Context: an optimization exercise on an open-source flow, tuned for small area and a short achievable clock period. The choices shown serve that exercise and are no tape-out recipe. RTL that was checked went through simulation tests only; none was proved equivalent to the original.

run 1:
==> flow/design.v (excerpt) <==
module FFT64 #(
    parameter width = 16
) (
    input                           clk,
    input                           rst_n,
    input                           di_en,
    input       signed  [width-1:0] di_re,
    input       signed  [width-1:0] di_img,
    output reg                      do_en,
    output reg  signed  [width-1:0] do_re,
    output reg  signed  [width-1:0] do_img
);
For scale: about 11000 cells after synthesis, ~4100 flip-flops, roughly 140000 um^2 of cells after synthesis.
clock: 11.0 ns
lec_check: 0
cap_margin: 20
core_margin: 2
core_utilization: 55
slew_margin: 20
synth_hierarchical: 1
synth_minimum_keep_size: 0
standard.sh (not shown) runs the stock make flow with config.mk's settings and CLKGATE_MAP_FILE= SYNTH_SCRIPT=/design/flow/synth_recipe.tcl, a recipe that flattens the netlist after the stock synthesis.
==> flow/flow/run.sh <==
#!/bin/bash
# Layout flow: the standard ORFS flow (standard.sh, unchanged synthesis)
# with these changes to how the layout is made:
#  - timing repair aims at 7.3 ns of setup slack (the clock stays 11 ns),
#  - the port buffers are plain buf_2 cells,
#  - clock-tree sinks are clustered in groups of up to 24 within 100 um.
# The whole output of the flow goes to standard.log in this folder.
bash standard.sh SETUP_SLACK_MARGIN=7.3 \
  "BUFFER_PORTS_ARGS=-buffer_cell sky130_fd_sc_hd__buf_2" \
  CTS_CLUSTER_SIZE=24 CTS_CLUSTER_DIAMETER=100 \
  finish > standard.log 2>&1
### run 1 -> run 2
Settings: CORE_UTILIZATION now 60, was 55.
==> flow/flow/run.sh <==
#!/bin/bash
bash standard.sh SETUP_SLACK_MARGIN=7.3 "BUFFER_PORTS_ARGS=-buffer_cell sky130_fd_sc_hd__buf_2" CTS_CLUSTER_SIZE=36 CTS_CLUSTER_DIAMETER=50 finish > standard.log 2>&1
Notes after the runs:
- Per the comparison of run 2 with run 1, clock network contribution to total cell area increased 3.4 points; count of H-tree levels built during CTS moved up.
- From run 1 to run 2, number of cells on the worst hold path did not move at all.
- A launching instance or port of the critical path of ay_re[3] is what run 1 shows, while iy_neg[3] belongs to run 2.
- Cmp run 2 and run 1 / critical path depth / higher: run 2
- Of run 2 and run 1, it is run 2 that has the higher post-route core utilization.
- In run 2, the slack of the critical path came out 0.011 ns above the value in run 1.
- Run 2: met1 demand-to-capacity share in global routing is 3.2 points higher than what run 1 reported.
Edits applied to the flow inputs when going from run 2 to run 3:
Settings: changing CORE_UTILIZATION from 60 to 55.
==> flow/flow/run.sh <==
#!/bin/bash
bash standard.sh SETUP_SLACK_MARGIN=7.3 "BUFFER_PORTS_ARGS=-buffer_cell sky130_fd_sc_hd__buf_2" CTS_CLUSTER_SIZE=32 CTS_CLUSTER_DIAMETER=60 finish > standard.log 2>&1
## What came out
Multi-input logic area essentially unchanged between run 2 and run 3.
Run 3 improves on run 2 in clock period minus final worst setup slack.
The higher global-route usage came out of run 2.
Run 3 vs. run 2: non-clock buffer count went down by about 6%; later-pin clock latency in the skew report now smaller; depth of the worst hold-timing path about even.

========
## oak
FFT64, a different RTL version from the one above (not shown whole).
Size: ~68 I/O pins.
clock: 11.0 ns
lec_check: 0
cap_margin: 20
core_margin: 2
core_utilization: 55
slew_margin: 20
synth_hierarchical: 1
synth_minimum_keep_size: 0
==> flow/flow/run.sh <==
#!/bin/bash
bash standard.sh SETUP_SLACK_MARGIN=7.3 "BUFFER_PORTS_ARGS=-buffer_cell sky130_fd_sc_hd__buf_2" "CTS_ARGS=-sink_clustering_enable -repair_clock_nets -sink_clustering_size 16 -sink_clustering_max_diameter 70 -sink_clustering_buffer sky130_fd_sc_hd__clkbuf_8" finish > standard.log 2>&1
oak: no failed stages, no open violations at the end
[inputs] pine vs oak
==> flow/flow/run.sh <==
#!/bin/bash
# Layout flow: the standard ORFS flow (standard.sh, unchanged synthesis)
# with these changes to how the layout is made:
#  - timing repair aims at 7.3 ns of setup slack (the clock stays 11 ns),
#  - the port buffers are plain buf_2 cells,
#  - the clock tree is built from clkbuf_8 cells, sinks clustered in groups
#    of up to 16 within 80 um.
# The whole output of the flow goes to standard.log in this folder.
bash standard.sh SETUP_SLACK_MARGIN=7.3 \
  "BUFFER_PORTS_ARGS=-buffer_cell sky130_fd_sc_hd__buf_2" \
  "CTS_BUF_LIST=sky130_fd_sc_hd__clkbuf_8" \
  CTS_CLUSTER_SIZE=16 CTS_CLUSTER_DIAMETER=80 \
  finish > standard.log 2>&1
Results
The run with more setup slack is oak; pine has less. Number of clock buffers in the layout was lower in pine than in oak. Summary of pine over oak: global routing met1 resource utilization essentially unchanged; first-pass GRT wire length essentially unchanged.
## Diff of input files: birch against pine
==> flow/flow/run.sh <==
#!/bin/bash
# Layout flow: the standard ORFS flow (standard.sh, unchanged synthesis)
# with these changes to how the layout is made:
#  - timing repair aims at 7.3 ns of setup slack (the clock stays 11 ns),
#  - the port buffers are plain buf_2 cells,
#  - clock-tree sinks are clustered in groups of up to 24 within 100 um.
# The whole output of the flow goes to standard.log in this folder.
bash standard.sh SETUP_SLACK_MARGIN=7.3 \
  "BUFFER_PORTS_ARGS=-buffer_cell sky130_fd_sc_hd__buf_2" \
  CTS_CLUSTER_SIZE=24 CTS_CLUSTER_DIAMETER=100 \
  finish > standard.log 2>&1
==> comparison <==
- | initial antenna violation count | higher: pine |
- On birch: minimum period implied by the final worst setup slack is 0.080 ns lower than what pine gave.
- Total global-route track usage: birch vs pine, no meaningful difference
- Any difference in sequential standard cell area between pine and birch is small enough to ignore.
- Between birch and pine, it is birch whose relative area change from synthesis to final layout is higher, by 0.43 points.
- In the final reports, the cell area of birch is larger than that of pine.
- Number of nets at the end of the flow: birch vs pine down 121
For maple, these inputs were changed with respect to birch:
==> flow/flow/run.sh <==
#!/bin/bash
bash standard.sh SETUP_SLACK_MARGIN=7.3 "BUFFER_PORTS_ARGS=-buffer_cell sky130_fd_sc_hd__buf_2" "CTS_ARGS=-sink_clustering_enable -repair_clock_nets -sink_clustering_size 20 -sink_clustering_max_diameter 80 -sink_clustering_buffer sky130_fd_sc_hd__clkbuf_8" finish > standard.log 2>&1
Results
- birch and maple ended up with roughly the same global-route wire length before repair.
- Compared with birch, maple shows peak per-stage delay on the critical path lower by 0.11 ns.
- The number of fill cells number comes out lower for birch vs maple.
- Via density per instance: birch vs maple, no meaningful difference
- Diff birch..maple | post-synthesis compound-gate area fraction | unchanged
- Going from birch to maple, area added between synthesis and finish shows a reduction of 1.2 points; met2 global-route usage now sits at about the same level; share of the core filled with cells in the final layout shrank by 0.67 points.
- On clock skew, maple does better than birch.
## Diff of input files: cedar against maple
==> flow/flow/run.sh <==
#!/bin/bash
# Layout flow: the standard ORFS flow (standard.sh, unchanged synthesis)
# with these changes to how the layout is made:
#  - timing repair aims at 7.3 ns of setup slack (the clock stays 11 ns),
#  - the port buffers are plain buf_2 cells,
#  - the clock tree is built from clkbuf_8 cells, sinks clustered in groups
#    of up to 16 within 80 um.
# The whole output of the flow goes to standard.log in this folder.
bash standard.sh SETUP_SLACK_MARGIN=7.45 \
  "BUFFER_PORTS_ARGS=-buffer_cell sky130_fd_sc_hd__buf_2" \
  "CTS_BUF_LIST=sky130_fd_sc_hd__clkbuf_8" \
  CTS_CLUSTER_SIZE=16 CTS_CLUSTER_DIAMETER=80 \
  finish > standard.log 2>&1
[summary]
- Looking at top layer reached by signal wires, the met5 result is from maple; the met4 one comes from cedar.
- cedar does worse than maple on worst hold slack.
- Final period utilization delta for cedar relative to maple: 0.41 points higher
- Global-route wire length before repair of cedar exceeds that of maple slightly.

========
Another version of the RTL of FFT64 (not shown whole).
For scale: ~11,000 cells after synthesis, about 4,100 flip-flops, roughly 68 I/O pins.
==> flow/config.mk <==
export PLATFORM = sky130hd
export DESIGN_NAME = FFT64
export DESIGN_NICKNAME = FFT64
export VERILOG_FILES = /design/flow/design.v
export SDC_FILE = /design/flow/constraint.sdc
export NUM_CORES = 8
export LEC_CHECK = 0
export CAP_MARGIN = 20
export CORE_MARGIN = 2
export CORE_UTILIZATION = 40
export SLEW_MARGIN = 20
export SYNTH_HIERARCHICAL = 1
export SYNTH_MINIMUM_KEEP_SIZE = 0
==> flow/constraint.sdc <==
create_clock -name core_clock -period 11.0 [get_ports {clk}]
set_input_delay 2.2000 -clock core_clock [delete_from_list [all_inputs] [get_ports {clk}]]
set_output_delay 2.2000 -clock core_clock [all_outputs]
set_load 0.01 [all_outputs]
==> flow/flow/run.sh <==
#!/bin/bash
# Standard ORFS flow (the standard.sh) with a tighter timing-repair target
# and plain buffers on the ports. Each tool's output is logged in this folder.
bash standard.sh SETUP_SLACK_MARGIN=7.3 "BUFFER_PORTS_ARGS=-buffer_cell sky130_fd_sc_hd__buf_2" finish > standard.log 2>&1
Next try:
==> flow/flow/run.sh (replaced) <==
#!/bin/bash
# Standard ORFS flow (the standard.sh) with a tighter timing-repair target,
# plain buffers on the ports and larger clock-tree sink clusters.
bash standard.sh SETUP_SLACK_MARGIN=7.3 "BUFFER_PORTS_ARGS=-buffer_cell sky130_fd_sc_hd__buf_2" CTS_CLUSTER_SIZE=24 CTS_CLUSTER_DIAMETER=100 finish > standard.log 2>&1
Settings changed: CORE_UTILIZATION 40 to 55.
=>
- The new run passed the timing, DRC and antenna checks
- final area is lower by about 6%
- clock-buffer cell count is lower by 334
- die area is lower by 27%
- wire length is lower by 3.8%
- worst setup slack improves by 0.010 ns
- core utilization is higher by 14 points
Next try:
==> flow/flow/run.sh (replaced) <==
#!/bin/bash
# Standard ORFS flow (the standard.sh) with a tighter timing-repair target,
# plain buffers on the ports and larger clock-tree sink clusters.
bash standard.sh SETUP_SLACK_MARGIN=7.3 "BUFFER_PORTS_ARGS=-buffer_cell sky130_fd_sc_hd__buf_2" CTS_CLUSTER_SIZE=20 CTS_CLUSTER_DIAMETER=80 finish > standard.log 2>&1
Settings changed: CORE_UTILIZATION 55 to 40.
After rerunning: The new run finished clean. Setup slack is better by 0.0050 ns. Final area went up by 1.8%. Via count went up by 0.37%.
Next try:
==> flow/flow/run.sh (replaced) <==
#!/bin/bash
# Standard ORFS flow (the standard.sh) with a tighter timing-repair target,
# plain buffers on the ports and larger clock-tree sink clusters.
bash standard.sh SETUP_SLACK_MARGIN=7.3 "BUFFER_PORTS_ARGS=-buffer_cell sky130_fd_sc_hd__buf_2" CTS_CLUSTER_SIZE=32 CTS_CLUSTER_DIAMETER=60 finish > standard.log 2>&1
What happened: The new run finished clean; core utilization went up by 0.97 points; worst hold slack degrades by 0.013 ns; sequential share of layout area went down by 1.2 points; routed wire length went up by about 0.7%; maximum frequency went down by 1.4%; global-route usage stays flat; via count went up by 0.66%; non-clock buffer count went down by 2.
Function was not checked in any run of this note: the RTL went through the layout flow alone.

==> port drivers added, routing unchanged <==
How much do the figures lean on ideal ports? The routed layouts below were timed once more, with nothing changed but the port constraints.
Step 1, drivers: a clkbuf_16 drives clk and a buf_2 each remaining input, both assumed.
Step 2 moves the port delays by t, midway between the first and last clock arrival at a register: inputs arrive t later, outputs are due t later. That takes back most of the time a late clock gives input paths.
Slacks: ideal / step 1 / step 2; pairs: ideal / step 1.
run	t (ns)	slack for setup (ns)	clock arrival spread, ns	pins driven straight from the clock port
run 1	0.940	7.345 / 7.311 / 7.345	0.086 / 0.086	1
run 2	1.004	7.355 / 7.287 / 7.355	0.117 / 0.116	1
run 3	0.938	7.380 / 7.309 / 7.380	0.077 / 0.077	1
oak	0.986	7.390 / 7.308 / 7.390	0.064 / 0.064	1
pine	1.119	7.282 / 7.189 / 7.370	0.098 / 0.097	1
birch	0.960	7.362 / 7.323 / 7.362	0.057 / 0.057	1
maple	0.925	7.340 / 7.340 / 7.340	0.039 / 0.039	1
cedar	1.119	7.295 / 7.206 / 7.498	0.103 / 0.103	1
the first run of note 3	1.022	7.369 / 7.288 / 7.369	0.072 / 0.073	1
the second run of note 3	0.954	7.380 / 7.315 / 7.380	0.116 / 0.116	1
the third run of note 3	1.004	7.385 / 7.292 / 7.385	0.121 / 0.121	1
the fourth run of note 3	1.004	7.334 / 7.272 / 7.334	0.114 / 0.114	1
After both steps every run listed still meets setup and hold.
